From an optimization exercise on the open Yosys and OpenROAD flow, aimed at small area and a short achievable clock period; shortcuts taken in it are not production practice. At most, simulation tests tie the RTL to the original design; equivalence was not proved. Function not checked in runs 3 to 8: the RTL went through the layout flow alone.

==> flow/design.v, too long to show whole: its modules and the start of the top module <==
// module f_front: 14 lines
// module f_align1: 10 lines
// module f_align2: 8 lines
// module f_lzc: 28 lines
// module f_esub: 9 lines
// module f_norm: 16 lines
// module fadd1: 26 lines
// module fadd2: 32 lines
// module dly: 22 lines
// module fmulc: 42 lines
// module csa_m1: 270 lines
// module csa_m2: 224 lines
// module csa_m3: 306 lines
// module csa_m4: 332 lines
// module dct_core: 69 lines
module dct_core (
    input                clk,
    input                rst_n,
    input                start,
    input signed [255:0] a1,
    output               done,
    output       [255:0] final_output
);
  // ...
==> flow/flow/run.sh <==
#!/bin/bash
set -e
bash standard.sh BUFFER_PORTS_ARGS="-buffer_cell sky130_fd_sc_hd__buf_4" \
    SETUP_SLACK_MARGIN=6.5 finish > flow.log 2>&1
==> flow/standard.sh <==
#!/bin/bash
# synth_recipe.tcl (not shown) runs the flow's synth.tcl, then flattens the netlist and writes it again
# the make line also repeats each setting of config.mk as NAME=value (left out here)
make -C /OpenROAD-flow-scripts/flow DESIGN_CONFIG=/design/flow/config.mk WORK_HOME=/design/flow/orfs CLKGATE_MAP_FILE= SYNTH_SCRIPT=/design/flow/synth_recipe.tcl "${@:-finish}"
==> flow/config.mk <==
export PLATFORM = sky130hd
export DESIGN_NAME = dct_core
export DESIGN_NICKNAME = dct_core
export VERILOG_FILES = /design/flow/design.v
export SDC_FILE = /design/flow/constraint.sdc
export NUM_CORES = 8
export LEC_CHECK = 0
export ABC_AREA = 1
export CAP_MARGIN = 20
export CORE_MARGIN = 2
export CORE_UTILIZATION = 60
export CTS_CLUSTER_DIAMETER = 70
export CTS_CLUSTER_SIZE = 30
export PLACE_DENSITY = 0.72
export SLEW_MARGIN = 40
==> flow/constraint.sdc <==
create_clock -name core_clock -period 10.0 [get_ports {clk}]
set_input_delay 2.0000 -clock core_clock [delete_from_list [all_inputs] [get_ports {clk}]]
set_output_delay 2.0000 -clock core_clock [all_outputs]
set_load 0.01 [all_outputs]
==> summary.txt, run 1 <==
outcome finished clean; R2R Path End u_y53.c3.g_regs.s[0].r[29]; WL met2 432,700 um; Register-to-Register Path Depth 16; hold_buf cts 0; multi-input logic area 172,300 sq um; Clock Latency Late Sink 1.06 ns; vias in the first global route 258,200; GR Layer Usage met3 5.808%; WHS 0.2869 ns; Biggest register dl_d.g_regs.s.r; Routed Antenna Nets 0; area share of the largest cell type after synthesis 35.15%; vias 280,300; Detail Placement HPWL 751,100 um; measured slew at the worst slew-check pin 0.9639 ns; PnR worst setup slack 6.465 ns; largest cell class by area multi-input combinational cells; PortBufs 515; synthesized cell area 296,500 sq um; Main synth FF type dfxtp_1; Synth Area in Compound Gates 14.14%
==> inputs of run 2 (changes only) <==
==> flow/flow/run.sh (replaced) <==
#!/bin/bash
set -e
bash standard.sh BUFFER_PORTS_ARGS="-buffer_cell sky130_fd_sc_hd__buf_4" \
    SETUP_SLACK_MARGIN=6.4 finish > flow.log 2>&1
==> run 2 against run 1 <==
Sequential cell count stayed put; still clean; core utilization is 0.75 points lower; non-clock buffer count is 55 lower; area after synthesis stayed put; clock-buffer cell count is 7 lower; synthesized cell count stayed put; global-route usage is 0.20 points lower; routed wire length is 0.86% lower; critical path type is now flip-flop to flip-flop; largest cell class unchanged; clock skew is 0.0033 ns lower.
==> summary.txt, run 2 <==
outcome finished clean (unchanged); most common cell after layout, fill and taps aside nand2_1 (unchanged); share of layout cells above drive strength 1 7.386% (was 8.705%); top-count cell post-synth nand2_1 (unchanged); period utilization 35.85% (was 35.35%); Total GRT Usage 36.65% (was 36.85%); full die area 499,800 sq um (unchanged); PnR worst setup slack 6.415 ns (was 6.465 ns); Mapped Nets 44,330 (unchanged); final net count 44,150 (was 44,240); Synth area leader dfxtp_1 (unchanged); most frequent cells after synthesis nand2_1 (10,780), dfxtp_1 (5,207), inv_1 (4,702), o21ai_0 (3,876), nand3_1 (2,990) (unchanged); Pins Over Slew Limit 0 (unchanged); measured slew at the worst slew-check pin 0.9514 ns (was 0.9639 ns); Reg clk slew, reported paths 0.10 ns (about the same); Post-synth EDFFs 0 (unchanged); hold_buf cts 0 (unchanged); vias in the first global route 257,800 (was 258,200); Post-Layout Inst Area 324,000 sq um (was 327,700 sq um); post-DR vias/cell 5.785 (was 5.812); Yosys cell types 88 (unchanged); Detail Placement HPWL 751,900 um (was 751,100 um); Area growth syn-to-layout 9.267% (was 10.51%); Max-slew headroom 35.90% (was 35.06%); Starting Density 60.15% (unchanged); Core Area 492,900 sq um (unchanged); drt wl/cell 20.13 um (was 20.30 um); Iter 0 DRT Violations 30,950 (was 32,240); xor-xnor portion of the synthesized cell area 3.184% (unchanged); Clock Latency Late Sink 1.07 ns (was 1.06 ns); top post-synthesis cells by area dfxtp_1 (35%), nand2_1 (14%), ha_1 (8.3%) (unchanged); crit end category flip-flop (was output port); Main synth FF type dfxtp_1 (unchanged); CTS buffer count 326 (was 329); Fillers 43,610 (was 42,730); mux cell area share after synthesis 0.4207% (unchanged); Placed Instances 47,070 (was 47,050); drt drc 0 (unchanged); I/O pins 516 (unchanged); DP Area 303,500 sq um (was 303,400 sq um); Worst Setup Start Kind flip-flop (unchanged); GR Overflow Total 0 (unchanged); area share of the largest cell type after synthesis 35.15% (unchanged); first-pass GRT wire length 1,458,000 um (was 1,468,000 um); Worst Setup Path Type flip-flop to flip-flop (was flip-flop to output port); Core Rows 258 (unchanged); Synth Area in Compound Gates 14.14% (unchanged); Post-synth ARST share 0% (unchanged); synthesized cell area 296,500 sq um (unchanged); Mapped Cells 41,480 (unchanged); initial antenna violation count 87 (was 88); largest net degree at the start of global routing 122 (was 113); Routed Antenna Nets 0 (unchanged); Post-Synth Adder-Cell Area 12.56% (unchanged); DRT Pass-1 Iters 10 (was 11); f_max 278.9 MHz (was 282.9 MHz); Critical Path RT 10.88 ns (was 8.00 ns); RD Place Congestion 1.064 (was 1.069); RSZ-0062 raised after global routing yes (unchanged); clock skew 0.06899 ns (was 0.07225 ns); setup total negative slack 0 ns (unchanged); root buffer cell clkbuf_16 (unchanged); HP Class flip-flop to flip-flop (unchanged); Sink Count 5,207 (unchanged); Max-cap violations 0 (unchanged); worst slack, placed 4.622 ns (was 4.924 ns); top flop regs dl_d.g_regs.s.r (512), dl_e.g_regs.s.r (288), dl_b7.g_regs.s.r (256) (unchanged); Seq cells post-synth 5,207 (unchanged); Routed WL 970,900 um (was 979,300 um); critical path fanouts, max 29 (was 1); PortBufs 515 (unchanged); yosys synthesis warning count 13 (unchanged); post-layout min period 3.585 ns (was 3.535 ns); most frequent cells in the layout nand2_1 (10,670), dfxtp_1 (5,087), inv_1 (4,626), o21ai_0 (3,688), nand3_1 (2,975) (was nand2_1 (10,630), dfxtp_1 (4,811), inv_1 (4,606), o21ai_0 (3,571), nand3_1 (2,972)); die width 707.0 um (unchanged); clock buffer depth 4 (unchanged); final hold vios 0 (unchanged); Final setup viols 0 (unchanged); Biggest register dl_d.g_regs.s.r (unchanged); H-tree Lvls 5 (unchanged); Final Non-Filler Cells 48,230 (was 48,240); largest family of logic cells by synthesized area simple AND/OR/NAND/NOR gates (unchanged); Synth Area per Inst 7.149 sq um (unchanged); register area share after synthesis 35.15% (unchanged); Simple-Gate Fraction of Synth Area 25.83% (unchanged); Die Ht 707.0 um (unchanged); Arr. time, crit path 4.47 ns (was 1.53 ns); max reg flops 512 (unchanged); CTS tree done (unchanged); vias 279,000 (was 280,300)
-- run 2: cell counts after synthesis --
No cell type changed its count.
-- run 2: final cells by class --
class / instances / area [sq um] / share of cell area [%]
flip-flops and latches: 5207 / 104400 / 32.24
diodes: 190 / 475.5 / 0.1467
multi-input cells: 29840 / 170900 / 52.74
well taps: 6500 / 8133 / 2.510
inverters: 4873 / 18790 / 5.798
repair inverters: 28 / 193.9 / 0.05986
repair buffers: 1025 / 8685 / 2.680
clock inverters: 231 / 4040 / 1.247
clock buffers: 338 / 8351 / 2.577
-- run 2: metal layers --
metal / global-route usage [%] / vias to the layer above / share of wire, %
li1: - / 134600 / -
met3: 5.363 / 3043 / 8.0
met4: 24.32 / 36 / 8.1
met5: 0 / - / 0.025
met1: 45.04 / 127900 / 39
met2: 59.88 / 13470 / 45
-- run 2: what timing repair did --
action                                  in CTS  in global routing
gates resized for setup                    569                599
cloned                                      62                 62
setup buffers                              105                166
endpoints found under the setup margin    1644               1251
pin swaps                                   58                118
-- run 2: logic make-up after synthesis --
| logic type | after synthesis |
|---|---|
| flops | 5207 |
| mux | 123 |
| simple gates | 18140 |
| compound gates | 7821 |
| xor+xnor | 1078 |
| fa+ha+maj | 2598 |
| buf+inv | 6512 |
-- run 2: worst paths after layout --
kind | depth (start not counted) | endpoint | startpoint | slack (ns)
setup reg to reg | 17 | u_c31.c3.g_regs.s[0].r[62] | u_c31.c2.g_regs.s[0].r[47] | 6.41
hold reg to reg | 0 | dl_f.g_regs.s[0].r[10] | u_f23.c3.g_regs.s[0].r[10] | 0.30
setup / recovery | 17 | u_c31.c3.g_regs.s[0].r[62] | u_c31.c2.g_regs.s[0].r[47] | 6.41
hold / removal | 0 | dl_f.g_regs.s[0].r[10] | u_f23.c3.g_regs.s[0].r[10] | 0.30
-- run 2: metrics by stage --
step / hold slack (ns) / util, %
after detailed placement: 0.3121 / 61.57
after global placement: 0.3095 / 61.53
after global routing: 0.3089 / 65.71
after CTS: 0.2878 / 64.79
after floorplan: 0.3096 / -
final: 0.3015 / 65.73
-- run 2: critical path: stages (launching register included) --
cell     delay [ns]
dfxtp_1        0.39
nor2_1         0.16
nand3_2        0.14
nor2_4         0.19
inv_1          0.14
nor2_4         0.13
nand2_1        0.15
nand2_8        0.21
ha_1           0.31
a21oi_1        0.17
nand2_1        0.12
a21oi_1        0.17
nor2_1         0.06
nor2_1         0.12
inv_1          0.10
o21ai_0        0.14
o21ai_0        0.17
nor2_4         0.56
==> module fadd1, before the edit <==
module fadd1 #(parameter [3:0] C = 4'b1110) (
    input         clk,
    input  [31:0] a,
    input  [31:0] b,
    output [31:0] y
);
    wire        comp;
    wire [63:0] q0, q1;
    wire [56:0] r1, r2;
    f_front f (.a(a[30:0]), .b(b[30:0]), .comp(comp), .q(q0));
    wire        sg1, x1;
    dly #(66, C[0]) c0 (clk, {comp ? a[31] : b[31], a[31] ^ b[31], q0}, {sg1, x1, q1});
    f_align1 a1 (.q(q1), .x(x1), .r(r1));
    wire        sg2, x2;
    dly #(59, C[1]) c1 (clk, {sg1, x1, r1}, {sg2, x2, r2});
    wire [55:0] t2;
    f_align2 a2 (.q(r2), .x(x2), .r(t2));
    wire [24:0] m = {1'b0, t2[47:24]} + {x2, t2[23:0]} + {24'b0, x2};
    wire [24:0] m3;
    wire [7:0]  e3;
    wire        sg3;
    dly #(34, C[2]) c2 (clk, {sg2, t2[55:48], m}, {sg3, e3, m3});
    wire [31:0] y0;
    f_norm n (.s(sg3), .e(e3), .m(m3), .y(y0));
    dly #(32, C[3]) c3 (clk, y0, y);
endmodule
==> module fadd2, before the edit <==
module fadd2 #(parameter [3:0] C = 4'b1110) (
    input         clk,
    input  [31:0] a,
    input  [31:0] b,
    output [31:0] ya,
    output [31:0] ys
);
    wire        comp;
    wire [63:0] q0, q1;
    wire [56:0] r1, r2;
    f_front f (.a(a[30:0]), .b(b[30:0]), .comp(comp), .q(q0));
    wire        sa1, ss1, x1;
    dly #(67, C[0]) c0 (clk, {comp ? a[31] : b[31], comp ? a[31] : ~b[31], a[31] ^ b[31], q0},
                             {sa1, ss1, x1, q1});
    f_align1 a1 (.q(q1), .x(1'b0), .r(r1));
    wire        sa2, ss2, x2;
    dly #(60, C[1]) c1 (clk, {sa1, ss1, x1, r1}, {sa2, ss2, x2, r2});
    wire [55:0] t2;
    f_align2 a2 (.q(r2), .x(1'b0), .r(t2));
    wire [23:0] ml = t2[47:24], ms = t2[23:0];
    wire [24:0] mp = {1'b0, ml} + {1'b0, ms};
    wire [24:0] mm = {1'b0, ml} - {1'b0, ms};
    wire [24:0] ma3, ms3;
    wire [7:0]  e3;
    wire        sa3, ss3;
    dly #(60, C[2]) c2 (clk, {sa2, ss2, t2[55:48], x2 ? mm : mp, x2 ? mp : mm},
                             {sa3, ss3, e3, ma3, ms3});
    wire [31:0] ya0, ys0;
    f_norm na (.s(sa3), .e(e3), .m(ma3), .y(ya0));
    f_norm ns (.s(ss3), .e(e3), .m(ms3), .y(ys0));
    dly #(64, C[3]) c3 (clk, {ya0, ys0}, {ya, ys});
endmodule
==> inputs of run 3 (changes only) <==
--- a/flow/design.v
+++ b/flow/design.v
@@ -101,5 +101,6 @@
     wire [55:0] t2;
     f_align2 a2 (.q(r2), .x(x2), .r(t2));
-    wire [24:0] m = {1'b0, t2[47:24]} + {x2, t2[23:0]} + {24'b0, x2};
+    wire [25:0] ms = {1'b0, t2[47:24], 1'b1} + {x2, t2[23:0], x2};
+    wire [24:0] m  = ms[25:1];
     wire [24:0] m3;
     wire [7:0]  e3;
@@ -124,17 +125,18 @@
     dly #(67, C[0]) c0 (clk, {comp ? a[31] : b[31], comp ? a[31] : ~b[31], a[31] ^ b[31], q0},
                              {sa1, ss1, x1, q1});
-    f_align1 a1 (.q(q1), .x(1'b0), .r(r1));
+    f_align1 a1 (.q(q1), .x(x1), .r(r1));
     wire        sa2, ss2, x2;
     dly #(60, C[1]) c1 (clk, {sa1, ss1, x1, r1}, {sa2, ss2, x2, r2});
     wire [55:0] t2;
-    f_align2 a2 (.q(r2), .x(1'b0), .r(t2));
-    wire [23:0] ml = t2[47:24], ms = t2[23:0];
-    wire [24:0] mp = {1'b0, ml} + {1'b0, ms};
-    wire [24:0] mm = {1'b0, ml} - {1'b0, ms};
+    f_align2 a2 (.q(r2), .x(x2), .r(t2));
+    wire [23:0] ml = t2[47:24], mt = t2[23:0];
+    wire [25:0] sa = {1'b0, ml, 1'b1} + {x2, mt, x2};
+    wire [25:0] sz = {1'b0, ml, 1'b1} + {~x2, ~mt, ~x2};
+    wire [24:0] ma = sa[25:1];
+    wire [24:0] mz = sz[25:1];
     wire [24:0] ma3, ms3;
     wire [7:0]  e3;
     wire        sa3, ss3;
-    dly #(60, C[2]) c2 (clk, {sa2, ss2, t2[55:48], x2 ? mm : mp, x2 ? mp : mm},
-                             {sa3, ss3, e3, ma3, ms3});
+    dly #(60, C[2]) c2 (clk, {sa2, ss2, t2[55:48], ma, mz}, {sa3, ss3, e3, ma3, ms3});
     wire [31:0] ya0, ys0;
     f_norm na (.s(sa3), .e(e3), .m(ma3), .y(ya0));
==> run 3 against run 2 <==
Core utilization is 0.29 points higher; routed wire length is 0.20% higher; largest cell class unchanged; critical path type is now flip-flop to output port; clock-buffer cell count is 12 higher; still clean on timing, DRC and antenna.
==> summary.txt, run 3 <==
Top Family by Delay on Critical Path flip-flops (was simple AND/OR/NAND/NOR gates); max reg flops 512 (unchanged); final hold vios 0 (unchanged); Total GRT Usage 36.91% (was 36.65%); Clock Latency Late Sink 1.03 ns (was 1.07 ns); hold_buf cts 0 (unchanged); clock skew 0.07215 ns (was 0.06899 ns); top-count cell post-synth nand2_1 (unchanged); Starting Density 60.24% (was 60.15%); Sink Count 5,218 (was 5,207); most frequent cells in the layout nand2_1 (10,450), dfxtp_1 (5,137), inv_1 (4,695), o21ai_0 (3,371), nand3_1 (2,796) (was nand2_1 (10,670), dfxtp_1 (5,087), inv_1 (4,626), o21ai_0 (3,688), nand3_1 (2,975)); most frequent cells after synthesis nand2_1 (10,550), dfxtp_1 (5,218), inv_1 (4,778), o21ai_0 (3,527), nand3_1 (2,807) (was nand2_1 (10,780), dfxtp_1 (5,207), inv_1 (4,702), o21ai_0 (3,876), nand3_1 (2,990)); vias 274,900 (was 279,000); crit-path cells buf_6 (was nor2_1 -> nand3_2 -> nor2_4 -> inv_1 -> nor2_4 -> nand2_1 -> nand2_8 -> ha_1 -> a21oi_1 -> nand2_1 -> a21oi_1 -> nor2_1 -> nor2_1 -> inv_1 -> o21ai_0 -> o21ai_0 -> nor2_4); Main synth FF type dfxtp_1 (unchanged); Post-synth ARST share 0% (unchanged); initial antenna violation count 93 (was 87); drt wl/cell 20.37 um (was 20.13 um); Pins Over Slew Limit 0 (unchanged); Worst Setup Start Kind flip-flop (unchanged); vias in the first global route 253,900 (was 257,800); PortBufs 515 (unchanged); post-DR vias/cell 5.756 (was 5.785); Worst path depth 1 (was 17); Routed WL 972,900 um (was 970,900 um); crit end category output port (was flip-flop); Synth area leader dfxtp_1 (unchanged); RSZ-0062 raised after global routing yes (unchanged); Critical Path RT 8.00 ns (was 10.88 ns); Final setup viols 0 (unchanged); register area share after synthesis 35.41% (was 35.15%); critical path fanouts, max 1 (was 29); f_max 278.1 MHz (was 278.9 MHz); I/O pins 516 (unchanged); critical path's slowest cell dfxtp_4 (was nor2_4); die width 705.2 um (was 707.0 um); Mapped Cells 40,790 (was 41,480); HP Class flip-flop to flip-flop (unchanged); RD Place Congestion 1.040 (was 1.064); H-tree Lvls 5 (unchanged); CP Buf/Inv Count 1 (was 2); measured slew at the worst slew-check pin 1.014 ns (was 0.9514 ns); top post-synthesis cells by area dfxtp_1 (35%), nand2_1 (13%), ha_1 (8.5%) (was dfxtp_1 (35%), nand2_1 (14%), ha_1 (8.3%)); Max-cap violations 0 (unchanged); period utilization 35.96% (was 35.85%); Mapped Nets 43,680 (was 44,330); clock buffer depth 4 (unchanged); max incr delay on CP 0.43 ns (was 0.56 ns); Synth Area per Inst 7.232 sq um (was 7.149 sq um); Routed Antenna Nets 0 (unchanged); first-pass GRT wire length 1,461,000 um (was 1,458,000 um); Arr. time, crit path 1.60 ns (was 4.47 ns); synthesized cell area 295,000 sq um (was 296,500 sq um); Final Non-Filler Cells 47,770 (was 48,230); Post-synth EDFFs 0 (unchanged); Fillers 42,750 (was 43,610); Core Rows 257 (was 258); Core Area 489,700 sq um (was 492,900 sq um); Max-slew headroom 31.67% (was 35.90%); CTS buffer count 330 (was 326); yosys synthesis warning count 13 (unchanged); Area growth syn-to-layout 9.600% (was 9.267%); Detail Placement HPWL 754,000 um (was 751,900 um); most common cell after layout, fill and taps aside nand2_1 (unchanged); drt drc 0 (unchanged); Placed Instances 46,450 (was 47,070); largest net degree at the start of global routing 72 (was 122); area share of the largest cell type after synthesis 35.41% (was 35.15%); Iter 0 DRT Violations 31,410 (was 30,950); Worst Setup Path Type flip-flop to output port (was flip-flop to flip-flop); Final Util 66.02% (was 65.73%); outcome finished clean (unchanged); GR Overflow Total 0 (unchanged); final net count 43,580 (was 44,150); Yosys cell types 89 (was 88); Reg clk slew, reported paths 0.10 ns (about the same); share of layout cells above drive strength 1 7.127% (was 7.386%); top flop regs dl_d.g_regs.s.r (512), dl_e.g_regs.s.r (288), dl_b7.g_regs.s.r (256) (unchanged); Seq cells post-synth 5,218 (was 5,207); Die Ht 705.2 um (was 707.0 um); WHS Path Cells 0 (unchanged); CTS tree done (unchanged); WHS 0.2948 ns (was 0.3015 ns); Register-to-Register Path Depth 15 (was 17); Biggest register dl_d.g_regs.s.r (unchanged); DRT Pass-1 Iters 11 (was 10); root buffer cell clkbuf_16 (unchanged); full die area 497,300 sq um (was 499,800 sq um); setup total negative slack 0 ns (unchanged); post-layout min period 3.596 ns (was 3.585 ns)
## run 3: cell count changes after synthesis, sizes merged, moves of 89 or more
cell    delta
o21ai    -376
nand2    -229
or2      -124
clkbuf   -107
nand3    -169
inv       +89
xor2     +348
nand4    -138
## run 3: area by class of cell
| class | instances | area (sq um) | share of cell area (%) |
|---|---|---|---|
| multi-input combinational | 29140 | 169000 | 52.26 |
| timing repair buffer | 1020 | 8708 | 2.693 |
| sequential | 5218 | 104600 | 32.35 |
| inverter | 4960 | 19120 | 5.914 |
| timing repair inverter | 25 | 170.2 | 0.05263 |
| antenna | 337 | 843.3 | 0.2608 |
| clock inverter | 240 | 4273 | 1.322 |
| tap | 6475 | 8102 | 2.506 |
| clock buffer | 350 | 8539 | 2.641 |
## run 3: final timing paths
kind,start,end,slack (ns)
hold reg to reg,dl_e.g_regs.s[1].r[72],dl_e.g_regs.s[2].r[72],0.29
setup / recovery,dl_d.g_regs.s[7].r[29],final_output[125],6.40
setup reg to reg,u_y53.c2.g_regs.s[0].r[16],u_y53.c3.g_regs.s[0].r[23],6.44
hold / removal,dl_e.g_regs.s[1].r[72],dl_e.g_regs.s[2].r[72],0.29
## run 3: timing repair
action | in CTS | in global routing
hold endpoints to repair | 0 | 0
setup endpoints to repair | 1343 | 1266
pin swaps | 60 | 88
setup buffers | 106 | 171
gates resized for setup | 482 | 589
cloned | 66 | 51
## run 3: kinds of logic (layout without fill, tap and decap cells)
logic type                 Yosys count  count (layout)  synth area share (%)
buffers and inverters             6506            6595                 8.795
other                                0             337                     0
AOI/OAI and AO/OA                 7505            7508                 13.74
muxes                              104             104                0.3550
xor gates and xnor gates          1413            1413                 4.195
adders and majority gates         2628            2628                 12.73
DFF                               5218            5218                 35.41
and+or+nand+nor                  17420           17490                 24.77
## run 3: per-stage QoR
step                setup WS, ns  cell area, sq um
floorplan                  6.174            295800
global placement           4.585            301700
detailed placement         4.772            302100
CTS                        6.347            318400
global route               6.308            323300
finish                     6.404            323300
## run 3: metal layers
metal / track usage (%) / vias up / wire length (um)
met4: 21.89 / 26 / 69780
met2: 58.37 / 13390 / 426900
met5: 0 / - / 193
li1: - / 132000 / -
met3: 5.205 / 2739 / 81480
met1: 48.15 / 126800 / 394600
==> inputs of run 4 (changes only) <==
==> flow/flow/run.sh (replaced) <==
#!/bin/bash
set -e
bash standard.sh BUFFER_PORTS_ARGS="-buffer_cell sky130_fd_sc_hd__buf_4" \
    SETUP_SLACK_MARGIN=6.5 finish > flow.log 2>&1
==> run 4 against run 3 <==
Hold slack better by 0.0086 ns; core utilization rose by 0.79 points; first-iteration DRC count up 4.7%; critical path depth did not move; via count is 0.66% higher; sequential cell count unchanged; final cell count up 0.18%; register-to-register slack gained 0.06 ns; clock-buffer cell count increased by 10; die area unchanged; cell area increased by 1.2%; critical path type unchanged.
==> summary.txt, run 4 <==
clock buffer depth 4 (unchanged); DRT Pass-1 Iters 10 (was 11); Sink Count 5,218 (unchanged); PortBufs 515 (unchanged); full die area 497,300 sq um (unchanged); DP Area 302,200 sq um (was 302,100 sq um); Final setup viols 0 (unchanged); Mapped Cells 40,790 (unchanged); first-pass GRT wire length 1,470,000 um (was 1,461,000 um); largest net degree at the start of global routing 72 (unchanged); GR Overflow Total 0 (unchanged); CTS tree done (unchanged); vias 276,700 (was 274,900); share of layout cells above drive strength 1 8.484% (was 7.127%); CP Buf/Inv Count 1 (unchanged); RD Place Congestion 1.062 (was 1.040); Post-synth ARST share 0% (unchanged); synthesized cell area 295,000 sq um (unchanged); Max-cap violations 0 (unchanged); hold_buf cts 0 (unchanged); die width 705.2 um (unchanged); Main synth FF type dfxtp_1 (unchanged); CP Launch Point dl_d.g_regs.s[7].r[28] (was dl_d.g_regs.s[7].r[29]); Hold Crit Start dl_d.g_regs.s[4].r[60] (was dl_e.g_regs.s[1].r[72]); Total GRT Usage 37.14% (was 36.91%); Reg clk slew, reported paths 0.10 ns (about the same); Reg-to-Reg Start u_c04.c2.g_regs.s[0].r[16] (was u_y53.c2.g_regs.s[0].r[16]); Synth area leader dfxtp_1 (unchanged); Top Family by Delay on Critical Path flip-flops (unchanged); root buffer cell clkbuf_16 (unchanged); initial antenna violation count 107 (was 93); crit-path cells buf_6 (unchanged); Critical Path RT 8.00 ns (about the same); crit end category output port (unchanged); Arr. time, crit path 1.61 ns (was 1.60 ns); clock skew 0.05309 ns (was 0.07215 ns); yosys synthesis warning count 13 (unchanged); Detail Placement HPWL 753,000 um (was 754,000 um); measured slew at the worst slew-check pin 1.074 ns (was 1.014 ns); top post-synthesis cells by area dfxtp_1 (35%), nand2_1 (13%), ha_1 (8.5%) (unchanged); max reg flops 512 (unchanged); Worst Setup Start Kind flip-flop (unchanged); critical path's slowest cell dfxtp_4 (unchanged); Core Area 489,700 sq um (unchanged); Area growth syn-to-layout 10.91% (was 9.600%); most frequent cells in the layout nand2_1 (10,410), dfxtp_1 (4,863), inv_1 (4,675), o21ai_0 (3,296), nand3_1 (2,792) (was nand2_1 (10,450), dfxtp_1 (5,137), inv_1 (4,695), o21ai_0 (3,371), nand3_1 (2,796)); Max-slew headroom 27.61% (was 31.67%); most frequent cells after synthesis nand2_1 (10,550), dfxtp_1 (5,218), inv_1 (4,778), o21ai_0 (3,527), nand3_1 (2,807) (unchanged); RSZ-0062 raised after global routing yes (unchanged); post-layout min period 3.612 ns (was 3.596 ns); H-tree Lvls 5 (unchanged); Biggest register dl_d.g_regs.s.r (unchanged); HP Class flip-flop to flip-flop (unchanged); critical path fanouts, max 1 (unchanged); Post-Layout Inst Area 327,200 sq um (was 323,300 sq um); Post-synth EDFFs 0 (unchanged); post-DR vias/cell 5.783 (was 5.756); Core Rows 257 (unchanged); Yosys cell types 89 (unchanged); Routed Antenna Nets 0 (unchanged); Worst Setup Path Type flip-flop to output port (unchanged); PnR worst setup slack 6.388 ns (was 6.404 ns); final hold vios 0 (unchanged); Routed WL 984,600 um (was 972,900 um); Mapped Nets 43,680 (unchanged); max incr delay on CP 0.43 ns (about the same); period utilization 36.12% (was 35.96%); drt wl/cell 20.57 um (was 20.37 um); Starting Density 60.24% (unchanged); most common cell after layout, fill and taps aside nand2_1 (unchanged); Pins Over Slew Limit 0 (unchanged); Seq cells post-synth 5,218 (unchanged); final net count 43,710 (was 43,580); area share of the largest cell type after synthesis 35.41% (unchanged); vias in the first global route 254,700 (was 253,900); f_max 276.9 MHz (was 278.1 MHz); Synth Area per Inst 7.232 sq um (unchanged); drt drc 0 (unchanged); Clock Latency Late Sink 1.05 ns (was 1.03 ns); Die Ht 705.2 um (unchanged); worst slack, placed 4.843 ns (was 4.772 ns); I/O pins 516 (unchanged); outcome finished clean (unchanged); Iter 0 DRT Violations 32,870 (was 31,410); register area share after synthesis 35.41% (unchanged); top flop regs dl_d.g_regs.s.r (512), dl_e.g_regs.s.r (288), dl_b7.g_regs.s.r (256) (unchanged); top-count cell post-synth nand2_1 (unchanged); setup total negative slack 0 ns (unchanged); CTS buffer count 340 (was 330)
-- run 4: metrics by stage --
step | utilization, % | hold slack (ns) | cells
after floorplan | - | 0.3096 | 40790
after global placement | 61.63 | 0.3096 | 46420
after detailed placement | 61.71 | 0.3121 | 46430
after CTS | 65.52 | 0.2890 | 47250
after global routing | 66.79 | 0.3018 | 47820
final | 66.81 | 0.3034 | 47850
-- run 4: layout make-up --
cell class              count  area (sq um)
clock inverters           247          4305
repair inverters           26         183.9
fillers                 42130        162500
inverters                4960         19240
repair buffers           1115         10670
diodes                    289         723.2
multi-input cells       29160        170200
clock buffers             360          8800
flip-flops and latches   5218        105000
well taps                6475          8102
-- run 4: timing repair --
| item | 4_1_cts | 5_1_grt |
|---|---|---|
| gates resized for setup | 1034 | 816 |
| pin swaps | 85 | 140 |
| buffers inserted | 140 | 240 |
| endpoints found under the setup margin | 1730 | 1558 |
| gates cloned | 80 | 73 |
-- run 4: path summary, 6_finish.rpt --
check	slack, ns	depth (start not counted)	end
max	6.39	1	final_output[124]
min	0.30	0	dl_d.g_regs.s[5].r[60]
max reg2reg	6.50	16	u_c04.c3.g_regs.s[0].r[7]
min reg2reg	0.30	0	dl_d.g_regs.s[5].r[60]
-- run 4: kinds of logic (layout without fill, tap and decap cells) --
group / Yosys count / in the layout / synth area share (%)
other: 0 / 289 / 0
and+or+nand+nor: 17420 / 17510 / 24.77
AOI/OAI and AO/OA: 7505 / 7511 / 13.74
xor gates and xnor gates: 1413 / 1413 / 4.195
adders and majority gates: 2628 / 2628 / 12.73
buffers and inverters: 6506 / 6708 / 8.795
DFF: 5218 / 5218 / 35.41
muxes: 104 / 104 / 0.3550
-- run 4: layer usage --
layer / up-vias / global-route usage (%) / part of all wire [%]
met3: 2932 / 5.548 / 8.7
met2: 14000 / 58.95 / 44
met1: 127500 / 48.26 / 40
met5: - / 0 / 0.021
met4: 30 / 21.49 / 7.0
li1: 132300 / - / -
==> inputs of run 5 (changes only) <==
==> flow/flow/run.sh (replaced) <==
#!/bin/bash
set -e
bash standard.sh BUFFER_PORTS_ARGS="-buffer_cell sky130_fd_sc_hd__buf_4" \
    SETUP_SLACK_MARGIN=6.6 finish > flow.log 2>&1
==> run 5 against run 4 <==
Still clean on timing, DRC and antenna; die area unchanged; routed wire length decreased by 0.87%; register-to-register slack improved by 0.06 ns; synthesized cell count unchanged; critical endpoint is now final_output[252]; largest cell class unchanged.
==> summary.txt, run 5 <==
max reg flops 512 (unchanged); Yosys cell types 89 (unchanged); Mapped Nets 43,680 (unchanged); initial antenna violation count 88 (was 107); Hold Crit Start dl_e.g_regs.s[1].r[26] (was dl_d.g_regs.s[4].r[60]); drt wl/cell 20.36 um (was 20.57 um); Routed WL 976,000 um (was 984,600 um); clock skew 0.06496 ns (was 0.05309 ns); final hold vios 0 (unchanged); register area share after synthesis 35.41% (unchanged); Sink Count 5,218 (unchanged); R2R Path End u_c04.c3.g_regs.s[0].r[30] (was u_c04.c3.g_regs.s[0].r[7]); Post-synth ARST share 0% (unchanged); top post-synthesis cells by area dfxtp_1 (35%), nand2_1 (13%), ha_1 (8.5%) (unchanged); Seq cells post-synth 5,218 (unchanged); critical path's slowest cell dfxtp_4 (unchanged); CP Buf/Inv Count 1 (unchanged); measured slew at the worst slew-check pin 1.013 ns (was 1.074 ns); vias in the first global route 253,600 (was 254,700); worst slack, placed 4.824 ns (was 4.843 ns); most frequent cells after synthesis nand2_1 (10,550), dfxtp_1 (5,218), inv_1 (4,778), o21ai_0 (3,527), nand3_1 (2,807) (unchanged); outcome finished clean (unchanged); CP Launch Point dl_d.g_regs.s[7].r[60] (was dl_d.g_regs.s[7].r[28]); final net count 43,840 (was 43,710); root buffer cell clkbuf_16 (unchanged); hold_buf cts 0 (unchanged); Max-slew headroom 31.73% (was 27.61%); CTS buffer count 338 (was 340); Reg-to-Reg Start u_c04.c2.g_regs.s[0].r[16] (unchanged); Max-cap violations 0 (unchanged); vias 277,400 (was 276,700); Final Util 67.34% (was 66.81%); PnR worst setup slack 6.383 ns (was 6.388 ns); Reg clk slew, reported paths 0.10 ns (about the same); Area growth syn-to-layout 11.80% (was 10.91%); DRT Pass-1 Iters 10 (unchanged); Arr. time, crit path 1.62 ns (was 1.61 ns); Final setup viols 0 (unchanged); Top Family by Delay on Critical Path flip-flops (unchanged); R2R setup slack 6.56 ns (was 6.50 ns); Mapped Cells 40,790 (unchanged); Biggest register dl_d.g_regs.s.r (unchanged); most frequent cells in the layout nand2_1 (10,370), dfxtp_1 (4,804), inv_1 (4,662), o21ai_0 (3,291), nand3_1 (2,775) (was nand2_1 (10,410), dfxtp_1 (4,863), inv_1 (4,675), o21ai_0 (3,296), nand3_1 (2,792)); Routed Antenna Nets 0 (unchanged); synthesized cell area 295,000 sq um (unchanged); post-DR vias/cell 5.785 (was 5.783); top flop regs dl_d.g_regs.s.r (512), dl_e.g_regs.s.r (288), dl_b7.g_regs.s.r (256) (unchanged); period utilization 36.17% (was 36.12%); WHS 0.2854 ns (was 0.3034 ns); most common cell after layout, fill and taps aside nand2_1 (unchanged); crit-path cells buf_6 (unchanged); drt drc 0 (unchanged); f_max 276.5 MHz (was 276.9 MHz); Main synth FF type dfxtp_1 (unchanged); RSZ-0062 raised after global routing yes (unchanged); Clock Latency Late Sink 1.08 ns (was 1.05 ns); post-layout min period 3.617 ns (was 3.612 ns); Worst path depth 1 (unchanged); Core Area 489,700 sq um (unchanged); I/O pins 516 (unchanged); Iter 0 DRT Violations 31,280 (was 32,870); full die area 497,300 sq um (unchanged); Detail Placement HPWL 741,200 um (was 753,000 um); GR Overflow Total 0 (unchanged); largest net degree at the start of global routing 85 (was 72); Worst Setup Path Type flip-flop to output port (unchanged); HP Class flip-flop to flip-flop (unchanged); Synth Area per Inst 7.232 sq um (unchanged); clock buffer depth 4 (unchanged); Post-synth EDFFs 0 (unchanged); H-tree Lvls 5 (unchanged); area share of the largest cell type after synthesis 35.41% (unchanged); top-count cell post-synth nand2_1 (unchanged); share of layout cells above drive strength 1 9.344% (was 8.484%); first-pass GRT wire length 1,454,000 um (was 1,470,000 um); die width 705.2 um (unchanged); RD Place Congestion 1.045 (was 1.062); PortBufs 515 (unchanged); Register-to-Register Path Depth 17 (was 16); Starting Density 60.24% (unchanged); Critical Path RT 8.00 ns (about the same); max incr delay on CP 0.42 ns (was 0.43 ns); CTS tree done (unchanged); Total GRT Usage 36.67% (was 37.14%); crit end category output port (unchanged); critical path fanouts, max 1 (unchanged); Pins Over Slew Limit 0 (unchanged); Worst Setup EP final_output[252] (was final_output[124]); yosys synthesis warning count 13 (unchanged); Die Ht 705.2 um (unchanged); setup total negative slack 0 ns (unchanged); Synth area leader dfxtp_1 (unchanged); Core Rows 257 (unchanged); Worst Setup Start Kind flip-flop (unchanged)
[run 5: cell counts after synthesis]
Identical to the previous run, type by type.
[run 5: area by class of cell]
| type | count | area [sq um] |
|---|---|---|
| diodes | 250 | 625.6 |
| fillers | 42020 | 159900 |
| multi-input cells | 29200 | 171700 |
| clock buffers | 352 | 8613 |
| repair inverters | 29 | 197.7 |
| clock inverters | 254 | 4584 |
| flip-flops and latches | 5218 | 105100 |
| well taps | 6475 | 8102 |
| inverters | 4960 | 19320 |
| repair buffers | 1197 | 11530 |
[run 5: worst min path at each step]
stage | slack (ns) | cells past startpoint | end
floorplan | 0.31 | 0 | dl_b7.g_regs.s[1].r[0]
global placement | 0.31 | 0 | dl_b7.g_regs.s[6].r[5]
detailed placement | 0.31 | 0 | dl_b7.g_regs.s[2].r[31]
CTS | 0.28 | 0 | dl_e.g_regs.s[2].r[26]
global route | 0.27 | 0 | dl_e.g_regs.s[0].r[73]
finish | 0.29 | 0 | dl_e.g_regs.s[2].r[26]
[run 5: kinds of logic (layout without fill, tap and decap cells)]
| kind of cell | count (synthesis) | count (layout) | share of synthesized area [%] |
|---|---|---|---|
| AO/OA/AOI/OAI | 7505 | 7509 | 13.74 |
| AND/OR/NAND/NOR | 17420 | 17550 | 24.77 |
| buffers and inverters | 6506 | 6792 | 8.795 |
| adder cells (fa/ha/maj) | 2628 | 2628 | 12.73 |
| flip-flops | 5218 | 5218 | 35.41 |
| multiplexers | 104 | 104 | 0.3550 |
| XOR/XNOR | 1413 | 1413 | 4.195 |
| other | 0 | 250 | 0 |
[run 5: stage by stage]
step           cell area (sq um)  instances
2_1_floorplan             296200      40790
3_3_place_gp              301800      46420
3_5_place_dp              302100      46420
4_1_cts                   322200      47320
5_1_grt                   329700      47910
6_report                  329800      47940
[run 5: metal layers]
layer,track usage [%],wire length [um],vias up
met5,0,248,-
met4,20.19,66420,38
met3,5.311,85730,2930
met2,58.46,431000,14360
met1,47.95,392600,127500
li1,-,-,132500
[run 5: what timing repair did]
item                       in CTS  in global routing
gates resized for setup      1203               1055
setup endpoints to repair    1944               1701
cloned                         96                 96
pin swaps                     107                192
buffers inserted              194                273
==> module f_lzc, before the edit <==
module f_lzc (
    input  [23:0] m,
    output [4:0]  k
);
    wire [31:0] x = {m, 8'b0};
    genvar i;
    wire [15:0] z1, p1;
    for (i = 0; i < 16; i = i + 1) begin : l1
        assign z1[i] = ~(x[2*i+1] | x[2*i]);
        assign p1[i] = ~x[2*i+1];
    end
    wire [7:0] z2; wire [15:0] p2;
    for (i = 0; i < 8; i = i + 1) begin : l2
        assign z2[i] = z1[2*i+1] & z1[2*i];
        assign p2[2*i+1:2*i] = z1[2*i+1] ? {1'b1, p1[2*i]} : {1'b0, p1[2*i+1]};
    end
    wire [3:0] z3; wire [11:0] p3;
    for (i = 0; i < 4; i = i + 1) begin : l3
        assign z3[i] = z2[2*i+1] & z2[2*i];
        assign p3[3*i+2:3*i] = z2[2*i+1] ? {1'b1, p2[4*i+1:4*i]} : {1'b0, p2[4*i+3:4*i+2]};
    end
    wire [1:0] z4; wire [7:0] p4;
    for (i = 0; i < 2; i = i + 1) begin : l4
        assign z4[i] = z3[2*i+1] & z3[2*i];
        assign p4[4*i+3:4*i] = z3[2*i+1] ? {1'b1, p3[6*i+2:6*i]} : {1'b0, p3[6*i+5:6*i+3]};
    end
    assign k = z4[1] ? {1'b1, p4[3:0]} : {1'b0, p4[7:4]};
endmodule
==> module f_norm, before the edit <==
module f_norm (
    input         s,
    input  [7:0]  e,
    input  [24:0] m,
    output [31:0] y
);
    wire [4:0]  k;
    f_lzc z (.m(m[23:0]), .k(k));
    wire [23:0] ms   = m[23:0] << k;
    wire [7:0]  en;
    f_esub xn (.e(e), .k(k), .d(en));
    wire [7:0]  e1   = e + 8'd1;
    wire        zero = ~|m[23:0];
    wire        fl   = m[24] ? (e[7:1] == 7'h7f) : (zero | (e1 == {3'b0, k}));
    assign y = fl ? 32'b0 : m[24] ? {s, e1, m[23:1]} : {s, en, ms[22:0]};
endmodule
==> inputs of run 6 (changes only) <==
--- a/flow/design.v
+++ b/flow/design.v
@@ -32,8 +32,8 @@
 endmodule
 module f_lzc (
-    input  [23:0] m,
+    input  [24:0] m,
     output [4:0]  k
 );
-    wire [31:0] x = {m, 8'b0};
+    wire [31:0] x = {m, 7'b0};
     genvar i;
     wire [15:0] z1, p1;
@@ -75,12 +75,13 @@
 );
     wire [4:0]  k;
-    f_lzc z (.m(m[23:0]), .k(k));
-    wire [23:0] ms   = m[23:0] << k;
-    wire [7:0]  en;
-    f_esub xn (.e(e), .k(k), .d(en));
+    f_lzc z (.m(m), .k(k));
+    wire [24:0] v    = m << k;
     wire [7:0]  e1   = e + 8'd1;
-    wire        zero = ~|m[23:0];
-    wire        fl   = m[24] ? (e[7:1] == 7'h7f) : (zero | (e1 == {3'b0, k}));
-    assign y = fl ? 32'b0 : m[24] ? {s, e1, m[23:1]} : {s, en, ms[22:0]};
+    wire [7:0]  e2   = e + 8'd2;
+    wire [7:0]  en;
+    f_esub xn (.e(e1), .k(k), .d(en));
+    wire        zero = ~|m;
+    wire        fl   = zero | (e2 == {3'b0, k}) | ((e == 8'hff) & (k == 5'd0));
+    assign y = fl ? 32'b0 : {s, en, v[23:1]};
 endmodule
 module fadd1 #(parameter [3:0] C = 4'b1110) (
==> run 6 against run 5 <==
Still clean on timing, DRC and antenna; synthesized cell count decreased by 1.8%; clock-buffer cell count grew 2; die area decreased by 1.2%; routed wire length decreased by 1.9%; via count down 2.5%.
==> summary.txt, run 6 <==
Synth Area per Inst 7.278 sq um (was 7.232 sq um); setup total negative slack 0 ns (unchanged); Total GRT Usage 36.78% (was 36.67%); Pins Over Slew Limit 0 (unchanged); vias 270,300 (was 277,400); CTS tree done (unchanged); synthesized cell area 291,500 sq um (was 295,000 sq um); Core Rows 256 (was 257); RSZ-0062 raised after global routing yes (unchanged); Routed WL 957,000 um (was 976,000 um); Post-synth EDFFs 0 (unchanged); Post-synth ARST share 0% (unchanged); Max-cap violations 0 (unchanged); top flop regs dl_d.g_regs.s.r (512), dl_e.g_regs.s.r (288), dl_b7.g_regs.s.r (256) (unchanged); most common cell after layout, fill and taps aside nand2_1 (unchanged); critical path's slowest cell dfxtp_4 (unchanged); critical path fanouts, max 1 (unchanged); period utilization 35.43% (was 36.17%); clock skew 0.08384 ns (was 0.06496 ns); register area share after synthesis 35.83% (was 35.41%); outcome finished clean (unchanged); measured slew at the worst slew-check pin 1.198 ns (was 1.013 ns); share of layout cells above drive strength 1 9.916% (was 9.344%); Clock Latency Late Sink 1.06 ns (was 1.08 ns); Iter 0 DRT Violations 27,860 (was 31,280); Placed Instances 45,750 (was 46,420); Biggest register dl_d.g_regs.s.r (unchanged); top post-synthesis cells by area dfxtp_1 (36%), nand2_1 (13%), ha_1 (8.5%) (was dfxtp_1 (35%), nand2_1 (13%), ha_1 (8.5%)); top-count cell post-synth nand2_1 (unchanged); Main synth FF type dfxtp_1 (unchanged); clock buffer depth 4 (unchanged); CTS buffer count 337 (was 338); max incr delay on CP 0.38 ns (was 0.42 ns); vias in the first global route 252,200 (was 253,600); H-tree Lvls 5 (unchanged); Core Area 484,900 sq um (was 489,700 sq um); hold_buf cts 0 (unchanged); RD Place Congestion 1.057 (was 1.045); Mapped Cells 40,060 (was 40,790); Synth area leader dfxtp_1 (unchanged); drt drc 0 (unchanged); PortBufs 515 (unchanged); Seq cells post-synth 5,218 (unchanged); f_max 282.3 MHz (was 276.5 MHz); final net count 43,210 (was 43,840); Die Ht 701.1 um (was 705.2 um); max reg flops 512 (unchanged); initial antenna violation count 86 (was 88); Starting Density 60.12% (was 60.24%); Yosys cell types 87 (was 89); Top Family by Delay on Critical Path flip-flops (unchanged); WHS 0.2995 ns (was 0.2854 ns); Sink Count 5,218 (unchanged); Critical Path RT 8.00 ns (about the same); Arr. time, crit path 1.54 ns (was 1.62 ns); GR Overflow Total 0 (unchanged); crit end category output port (unchanged); DRT Pass-1 Iters 7 (was 10); Mapped Nets 42,910 (was 43,680); Worst Setup Start Kind flip-flop (unchanged); post-DR vias/cell 5.739 (was 5.785); Routed Antenna Nets 0 (unchanged); full die area 491,500 sq um (was 497,300 sq um); Final Non-Filler Cells 47,100 (was 47,940); CP Buf/Inv Count 1 (unchanged); most frequent cells after synthesis nand2_1 (10,040), dfxtp_1 (5,218), inv_1 (4,705), nand3_1 (3,976), nor2_1 (2,812) (was nand2_1 (10,550), dfxtp_1 (5,218), inv_1 (4,778), o21ai_0 (3,527), nand3_1 (2,807)); Area growth syn-to-layout 12.03% (was 11.80%); area share of the largest cell type after synthesis 35.83% (was 35.41%); Reg clk slew, reported paths 0.10 ns (about the same); most frequent cells in the layout nand2_1 (9,871), dfxtp_1 (4,844), inv_1 (4,570), nand3_1 (3,919), nor2_1 (2,656) (was nand2_1 (10,370), dfxtp_1 (4,804), inv_1 (4,662), o21ai_0 (3,291), nand3_1 (2,775)); HP Class flip-flop to flip-flop (unchanged); drt wl/cell 20.32 um (was 20.36 um); I/O pins 516 (unchanged); yosys synthesis warning count 13 (unchanged); Detail Placement HPWL 735,200 um (was 741,200 um); die width 701.1 um (was 705.2 um); crit-path cells buf_6 (unchanged); Final setup viols 0 (unchanged); post-layout min period 3.543 ns (was 3.617 ns); final hold vios 0 (unchanged); Worst Setup Path Type flip-flop to output port (unchanged); root buffer cell clkbuf_16 (unchanged); first-pass GRT wire length 1,433,000 um (was 1,454,000 um); Max-slew headroom 19.26% (was 31.73%); largest net degree at the start of global routing 97 (was 85)
[run 6: cells by family (layout without fill, tap and decap cells)]
| group | after synthesis | count (layout) | share of synthesized area (%) |
|---|---|---|---|
| and+or+nand+nor | 18280 | 18400 | 26.63 |
| buffers and inverters | 6316 | 6739 | 8.575 |
| AOI/OAI and AO/OA | 6099 | 6103 | 11.54 |
| DFF | 5218 | 5218 | 35.83 |
| adders and majority gates | 2600 | 2600 | 12.76 |
| xor gates and xnor gates | 1474 | 1474 | 4.428 |
| muxes | 65 | 65 | 0.2317 |
| other | 0 | 42 | 0 |
[run 6: routing by layer]
layer	vias up	GRT usage [%]	part of all wire, %
met5	-	0	0.034
met4	50	22.92	7.5
met3	2957	5.283	7.4
met2	12310	60.79	46
met1	124800	45.29	39
li1	130100	-	-
[run 6: area by class of cell]
type                    instances  area, sq um
flip-flops and latches       5218       105000
clock buffers                 354         8676
repair inverters               51        311.5
well taps                    6450         8070
repair buffers               1217        11700
clock inverters               235         4180
multi-input cells           28650       169500
inverters                    4882        19100
diodes                         42        105.1
fillers                     41240       158300
[run 6: worst paths after layout]
kind	from	end	slack, ns	depth (start not counted)
hold reg to reg	u_e4.k3.g_regs.s[0].r[21]	dl_e.g_regs.s[0].r[21]	0.30	0
setup / recovery	dl_d.g_regs.s[7].r[5]	final_output[101]	6.46	1
setup reg to reg	u_d01.c2.g_regs.s[0].r[41]	u_d01.c3.g_regs.s[0].r[54]	6.59	18
hold / removal	u_e4.k3.g_regs.s[0].r[21]	dl_e.g_regs.s[0].r[21]	0.30	0
[run 6: metrics by stage]
step	instance area, sq um	util [%]	setup WS (ns)
floorplan	292900	-	6.216
global placement	299000	61.66	4.680
detailed placement	299300	61.73	4.727
CTS	319700	65.93	6.403
global route	326500	67.34	6.440
finish	326600	67.35	6.457
[run 6: repair_timing]
action / CTS / global route
pin swaps: 131 / 211
cloned: 132 / 74
endpoints found under the setup margin: 1970 / 1593
resized for setup: 1322 / 1039
setup buffers: 226 / 282
==> inputs of run 7 (changes only) <==
==> flow/flow/run.sh (replaced) <==
#!/bin/bash
set -e
bash standard.sh BUFFER_PORTS_ARGS="-buffer_cell sky130_fd_sc_hd__buf_4" \
    SETUP_SLACK_MARGIN=6.5 finish > flow.log 2>&1
==> run 7 against run 6 <==
Still clean on timing, DRC and antenna; hold slack got worse by 0.015 ns; die area unchanged; sequential cell count did not move; fmax shrank 0.20%; core utilization shrank 0.56 points; register-to-register slack lost 0.09 ns; routed wire length down 0.72%; critical path type unchanged; critical endpoint is now final_output[51].
==> summary.txt, run 7 <==
most common cell after layout, fill and taps aside nand2_1 (unchanged); I/O pins 516 (unchanged); top-count cell post-synth nand2_1 (unchanged); Die Ht 701.1 um (unchanged); period utilization 35.50% (was 35.43%); DRT Pass-1 Iters 9 (was 7); Detail Placement HPWL 732,500 um (was 735,200 um); Final Util 66.79% (was 67.35%); CP Buf/Inv Count 1 (unchanged); worst slack, placed 4.956 ns (was 4.727 ns); Starting Density 60.12% (unchanged); Total GRT Usage 36.49% (was 36.78%); multi-input logic area 168,200 sq um (was 169,500 sq um); Post-synth ARST share 0% (unchanged); max incr delay on CP 0.36 ns (was 0.38 ns); crit end category output port (unchanged); GR Overflow Total 0 (unchanged); yosys synthesis warning count 13 (unchanged); H-tree Lvls 5 (unchanged); Reg area 105,000 sq um (about the same); Critical Path RT 8.00 ns (about the same); final hold vios 0 (unchanged); Core Area 484,900 sq um (unchanged); f_max 281.7 MHz (was 282.3 MHz); PortBufs 515 (unchanged); setup total negative slack 0 ns (unchanged); share of layout cells above drive strength 1 9.135% (was 9.916%); synthesized cell area 291,500 sq um (unchanged); critical path's slowest cell dfxtp_2 (was dfxtp_4); first-pass GRT wire length 1,422,000 um (was 1,433,000 um); Reg-to-Reg Start u_d01.c2.g_regs.s[0].r[40] (was u_d01.c2.g_regs.s[0].r[41]); root buffer cell clkbuf_16 (unchanged); Fillers 41,310 (was 41,240); post-layout min period 3.550 ns (was 3.543 ns); Mapped Cells 40,060 (unchanged); hold_buf cts 0 (unchanged); measured slew at the worst slew-check pin 1.009 ns (was 1.198 ns); Placed Instances 45,730 (was 45,750); CP Launch Point dl_f.g_regs.s[2].r[19] (was dl_d.g_regs.s[7].r[5]); area share of the largest cell type after synthesis 35.83% (unchanged); Mapped Nets 42,910 (unchanged); Max-cap violations 0 (unchanged); largest net degree at the start of global routing 93 (was 97); initial antenna violation count 62 (was 86); Core Rows 256 (unchanged); most frequent cells after synthesis nand2_1 (10,040), dfxtp_1 (5,218), inv_1 (4,705), nand3_1 (3,976), nor2_1 (2,812) (unchanged); WHS Path Cells 0 (unchanged); max reg flops 512 (unchanged); drt drc 0 (unchanged); Arr. time, crit path 1.55 ns (was 1.54 ns); RSZ-0062 raised after global routing yes (unchanged); HP Class flip-flop to flip-flop (unchanged); Reg clk slew, reported paths 0.11 ns (was 0.10 ns); Area growth syn-to-layout 11.10% (was 12.03%); Max-slew headroom 31.99% (was 19.26%); vias 268,600 (was 270,300); Main synth FF type dfxtp_1 (unchanged); Final Non-Filler Cells 46,990 (was 47,100); Routed WL 950,200 um (was 957,000 um); clock skew 0.08926 ns (was 0.08384 ns); Hold Crit Start u_d01.c1.g_regs.s[0].r[52] (was u_e4.k3.g_regs.s[0].r[21]); crit-path cells buf_6 (unchanged); full die area 491,500 sq um (unchanged); final net count 43,100 (was 43,210); most frequent cells in the layout nand2_1 (9,883), dfxtp_1 (4,851), inv_1 (4,588), nand3_1 (3,937), nor2_1 (2,713) (was nand2_1 (9,871), dfxtp_1 (4,844), inv_1 (4,570), nand3_1 (3,919), nor2_1 (2,656)); Iter 0 DRT Violations 27,530 (was 27,860); Routed Antenna Nets 0 (unchanged); outcome finished clean (unchanged); Sink Count 5,218 (unchanged); Register-to-Register Path Depth 15 (was 18); Top Family by Delay on Critical Path flip-flops (unchanged); CTS tree done (unchanged); drt wl/cell 20.22 um (was 20.32 um); DP Area 299,100 sq um (was 299,300 sq um); post-DR vias/cell 5.718 (was 5.739); CTS buffer count 330 (was 337); Synth Area per Inst 7.278 sq um (unchanged); Worst Setup Start Kind flip-flop (unchanged); Pins Over Slew Limit 0 (unchanged); Worst path depth 1 (unchanged); Post-Layout Inst Area 323,900 sq um (was 326,600 sq um); Yosys cell types 87 (unchanged); clock buffer depth 4 (unchanged); top flop regs dl_d.g_regs.s.r (512), dl_e.g_regs.s.r (288), dl_b7.g_regs.s.r (256) (unchanged); Post-synth EDFFs 0 (unchanged); Synth area leader dfxtp_1 (unchanged); Biggest register dl_d.g_regs.s.r (unchanged); PnR worst setup slack 6.450 ns (was 6.457 ns); Seq cells post-synth 5,218 (unchanged); RD Place Congestion 1.040 (was 1.057); vias in the first global route 249,200 (was 252,200); register area share after synthesis 35.83% (unchanged); Final setup viols 0 (unchanged); critical path fanouts, max 1 (unchanged); Clock Latency Late Sink 1.08 ns (was 1.06 ns); top post-synthesis cells by area dfxtp_1 (36%), nand2_1 (13%), ha_1 (8.5%) (unchanged); die width 701.1 um (unchanged); Worst Setup Path Type flip-flop to output port (unchanged)
[run 7: layout make-up]
| class | count | share of cell area (%) |
|---|---|---|
| repair inverters | 55 | 0.1020 |
| flip-flops and latches | 5218 | 32.41 |
| repair buffers | 1128 | 3.300 |
| clock inverters | 238 | 1.314 |
| well taps | 6450 | 2.491 |
| multi-input cells | 28630 | 51.91 |
| clock buffers | 341 | 2.588 |
| inverters | 4882 | 5.849 |
| diodes | 43 | 0.03322 |
[run 7: per-layer routing]
| metal | global-route usage (%) | up-vias | part of all wire [%] |
|---|---|---|---|
| li1 | - | 129800 | - |
| met4 | 22.73 | 30 | 7.5 |
| met2 | 60.55 | 12280 | 46 |
| met3 | 4.448 | 2755 | 7.2 |
| met1 | 45.23 | 123800 | 40 |
| met5 | 0 | - | 0.022 |
[run 7: logic make-up after synthesis]
kind of cell | share of synthesized area, %
multiplexers | 0.2317
AO/OA/AOI/OAI | 11.54
buffers and inverters | 8.575
adder cells (fa/ha/maj) | 12.76
AND/OR/NAND/NOR | 26.63
XOR/XNOR | 4.428
flip-flops | 35.83
[run 7: worst paths after layout]
check                                to  slack (ns)
max                    final_output[51]        6.45
max reg2reg  u_d01.c3.g_regs.s[0].r[44]        6.50
min reg2reg  u_d01.c2.g_regs.s[0].r[53]        0.28
min          u_d01.c2.g_regs.s[0].r[53]        0.28
[run 7: through the flow]
step / hold WS (ns)
global route: 0.2850
floorplan: 0.3096
finish: 0.2845
global placement: 0.3096
detailed placement: 0.3121
CTS: 0.2811
[run 7: worst reg2reg max path, delay by kind of cell (launching register included)]
kind,cells,cell delay [ns]
compound gates,1,0.45
fa+ha+maj,1,0.46
buf+inv,3,0.41
flops,1,0.33
simple gates,10,1.74
[run 7: timing repair]
item / in CTS / in global routing
setup endpoints to repair: 1657 / 1567
resized for setup: 1111 / 848
gates cloned: 105 / 86
buffers inserted: 152 / 293
pin swaps: 94 / 159
==> inputs of run 8 (changes only) <==
==> flow/flow/run.sh (replaced) <==
#!/bin/bash
set -e
bash standard.sh BUFFER_PORTS_ARGS="-buffer_cell sky130_fd_sc_hd__buf_4" \
    SETUP_SLACK_MARGIN=6.7 finish > flow.log 2>&1
==> run 8 against run 7 <==
Still clean on timing, DRC and antenna; sequential share of layout area decreased by 0.69 points; register-to-register slack improved by 0.16 ns; critical endpoint is now final_output[241]; final cell count increased by 0.90%; area after synthesis unchanged; routed wire length increased by 0.96%; highest routed layer unchanged; critical path depth unchanged; setup slack improved by 0.018 ns.
==> summary.txt, run 8 <==
outcome finished clean (unchanged); top-count cell post-synth nand2_1 (unchanged); PnR worst setup slack 6.468 ns (was 6.450 ns); most common cell after layout, fill and taps aside nand2_1 (unchanged); Seq cells post-synth 5,218 (unchanged); Core Rows 256 (unchanged); top post-synthesis cells by area dfxtp_1 (36%), nand2_1 (13%), ha_1 (8.5%) (unchanged); Top Family by Delay on Critical Path flip-flops (unchanged); Main synth FF type dfxtp_1 (unchanged); Die Ht 701.1 um (unchanged); die width 701.1 um (unchanged); Final setup viols 0 (unchanged); RD Place Congestion 1.048 (was 1.040); Max-slew headroom 30.77% (was 31.99%); Fillers 40,730 (was 41,310); HP Class flip-flop to flip-flop (unchanged); full die area 491,500 sq um (unchanged); Detail Placement HPWL 728,700 um (was 732,500 um); measured slew at the worst slew-check pin 1.028 ns (was 1.009 ns); synthesized cell area 291,500 sq um (unchanged); Post-synth ARST share 0% (unchanged); area share of the largest cell type after synthesis 35.83% (unchanged); Yosys cell types 87 (unchanged); Clock Latency Late Sink 1.04 ns (was 1.08 ns); crit-path cells buf_6 (unchanged); clock buffer depth 4 (unchanged); Worst Setup Start Kind flip-flop (unchanged); vias in the first global route 250,500 (was 249,200); Worst Setup Path Type flip-flop to output port (unchanged); setup total negative slack 0 ns (unchanged); drt drc 0 (unchanged); Core Area 484,900 sq um (unchanged); Mapped Nets 42,910 (unchanged); Synth area leader dfxtp_1 (unchanged); final net count 43,510 (was 43,100); share of layout cells above drive strength 1 11.42% (was 9.135%); top flop regs dl_d.g_regs.s.r (512), dl_e.g_regs.s.r (288), dl_b7.g_regs.s.r (256) (unchanged); DRT Pass-1 Iters 17 (was 9); Starting Density 60.12% (unchanged); GR Overflow Total 0 (unchanged); Reg clk slew, reported paths 0.10 ns (was 0.11 ns); worst slack, placed 4.608 ns (was 4.956 ns); H-tree Lvls 5 (unchanged); most frequent cells after synthesis nand2_1 (10,040), dfxtp_1 (5,218), inv_1 (4,705), nand3_1 (3,976), nor2_1 (2,812) (unchanged); CTS tree done (unchanged); crit end category output port (unchanged); Final Util 68.33% (was 66.79%); drt wl/cell 20.24 um (was 20.22 um); Routed Antenna Nets 0 (unchanged); Biggest register dl_d.g_regs.s.r (unchanged); initial antenna violation count 79 (was 62); Total GRT Usage 36.71% (was 36.49%); Synth Area per Inst 7.278 sq um (unchanged); f_max 283.1 MHz (was 281.7 MHz); Post-synth EDFFs 0 (unchanged); CTS buffer count 332 (was 330); root buffer cell clkbuf_16 (unchanged); Max-cap violations 0 (unchanged); most frequent cells in the layout nand2_1 (9,814), dfxtp_1 (4,792), inv_1 (4,538), nand3_1 (3,884), nor2_1 (2,597) (was nand2_1 (9,883), dfxtp_1 (4,851), inv_1 (4,588), nand3_1 (3,937), nor2_1 (2,713)); critical path fanouts, max 1 (unchanged); period utilization 35.32% (was 35.50%); Iter 0 DRT Violations 27,880 (was 27,530); post-DR vias/cell 5.724 (was 5.718); Routed WL 959,300 um (was 950,200 um); final hold vios 0 (unchanged); post-layout min period 3.532 ns (was 3.550 ns); PortBufs 515 (unchanged); Arr. time, crit path 1.53 ns (was 1.55 ns); Pins Over Slew Limit 0 (unchanged); Area growth syn-to-layout 13.66% (was 11.10%); Mapped Cells 40,060 (unchanged); Sink Count 5,218 (unchanged); RSZ-0062 raised after global routing yes (unchanged); vias 271,400 (was 268,600); max incr delay on CP 0.38 ns (was 0.36 ns); clock skew 0.07788 ns (was 0.08926 ns); Critical Path RT 8.00 ns (about the same); largest net degree at the start of global routing 96 (was 93); max reg flops 512 (unchanged); register area share after synthesis 35.83% (unchanged); critical path's slowest cell dfxtp_2 (unchanged); yosys synthesis warning count 13 (unchanged); I/O pins 516 (unchanged); CP Buf/Inv Count 1 (unchanged); first-pass GRT wire length 1,429,000 um (was 1,422,000 um)
==> run 8: cell counts after synthesis <==
No cell type changed its count.
==> run 8: per-layer routing <==
layer  track usage, %  wire length [um]  vias to the layer above
met5                0               406                        -
met4            22.71             73000                       42
met3            5.316             73090                     2926
met2            60.30            433900                    12590
met1            45.56            379000                   125100
li1                 -                 -                   130700
==> run 8: final timing paths <==
path,cells after the start,end,slack [ns],start
max reg2reg,21,u_f23.c3.g_regs.s[0].r[30],6.66,u_f23.c2.g_regs.s[0].r[21]
min,0,u_d3.c2.g_regs.s[0].r[27],0.28,u_d3.c1.g_regs.s[0].r[51]
max,1,final_output[241],6.47,dl_d.g_regs.s[7].r[49]
min reg2reg,0,u_d3.c2.g_regs.s[0].r[27],0.28,u_d3.c1.g_regs.s[0].r[51]
==> run 8: worst register-to-register path: cells and delay by family (launching register included) <==
kind | cells | cell delay, ns
compound gates | 3 | 0.55
buf+inv | 7 | 0.70
fa+ha+maj | 1 | 0.29
flops | 1 | 0.36
mux | 1 | 0.23
simple gates | 9 | 1.16
==> run 8: final cells by class <==
class	count	area (sq um)	area share [%]
antenna	57	142.6	0.04305
timing repair buffer	1488	14190	4.281
clock buffer	354	8513	2.569
clock inverter	233	4394	1.326
tap	6450	8070	2.435
sequential	5218	105100	31.72
inverter	4882	19220	5.801
timing repair inverter	57	351.6	0.1061
multi-input combinational	28670	171400	51.72
==> run 8: cells by family after synthesis <==
logic type	Yosys count	synth area share (%)
buffers and inverters	6316	8.575
AOI/OAI and AO/OA	6099	11.54
DFF	5218	35.83
adders and majority gates	2600	12.76
xor gates and xnor gates	1474	4.428
muxes	65	0.2317
and+or+nand+nor	18280	26.63
==> run 8: repair_timing <==
action,CTS,global route
cloned,157,90
hold buffers,0,0
buffers inserted,298,474
resized for setup,1539,1385
pin swaps,176,310
endpoints found under the setup margin,2009,1650
==> run 8: through the flow <==
stage | hold slack (ns) | instances | cell area (sq um)
4_1_cts | 0.2758 | 46790 | 321500
5_1_grt | 0.2887 | 47360 | 331200
2_1_floorplan | 0.3096 | 40060 | 292900
3_3_place_gp | 0.3096 | 45740 | 299000
3_5_place_dp | 0.3121 | 45750 | 299300
6_report | 0.2777 | 47410 | 331400

## re-timing with driven ports
How much do the figures lean on ideal ports? The routed layouts below were timed once more, with nothing changed but the port constraints. Step 1 (the two cells are an assumption about what drives the block):
set clk [get_ports {clk}]
set_driving_cell -lib_cell sky130_fd_sc_hd__clkbuf_16 $clk
set_driving_cell -lib_cell sky130_fd_sc_hd__buf_2 [delete_from_list [all_inputs] $clk]
Step 2, shift: input delay + t, output delay - t, t = (earliest + latest rising clock arrival at the registers) / 2. This alone moves slack from input paths to output paths. Three values: ideal ports, drivers, drivers and shift; two values: the first two.
run	t (ns)	slack for setup (ns)	worst hold slack (ns)	worst setup path at the end
run 1	1.172	6.465 / 6.322 / 5.639	0.287 / 0.287 / 0.287	input to register
run 2	1.166	6.415 / 6.328 / 5.512	0.302 / 0.302 / 0.302	input to register
run 3	1.161	6.404 / 6.254 / 5.421	0.295 / 0.295 / 0.295	input to register
run 4	1.179	6.388 / 6.241 / 5.624	0.303 / 0.303 / 0.303	input to register
run 5	1.183	6.383 / 6.241 / 5.606	0.285 / 0.285 / 0.285	input to register
run 6	1.159	6.457 / 6.319 / 5.608	0.300 / 0.300 / 0.300	input to register
run 7	1.177	6.450 / 6.313 / 5.553	0.284 / 0.284 / 0.284	input to register
run 8	1.145	6.468 / 6.327 / 5.707	0.278 / 0.278 / 0.278	input to register
After both steps setup and hold are still met in every run listed. For run 3, which loses most, drivers alone change the setup slack by -0.150 ns; drivers and shift together by -0.983 ns.
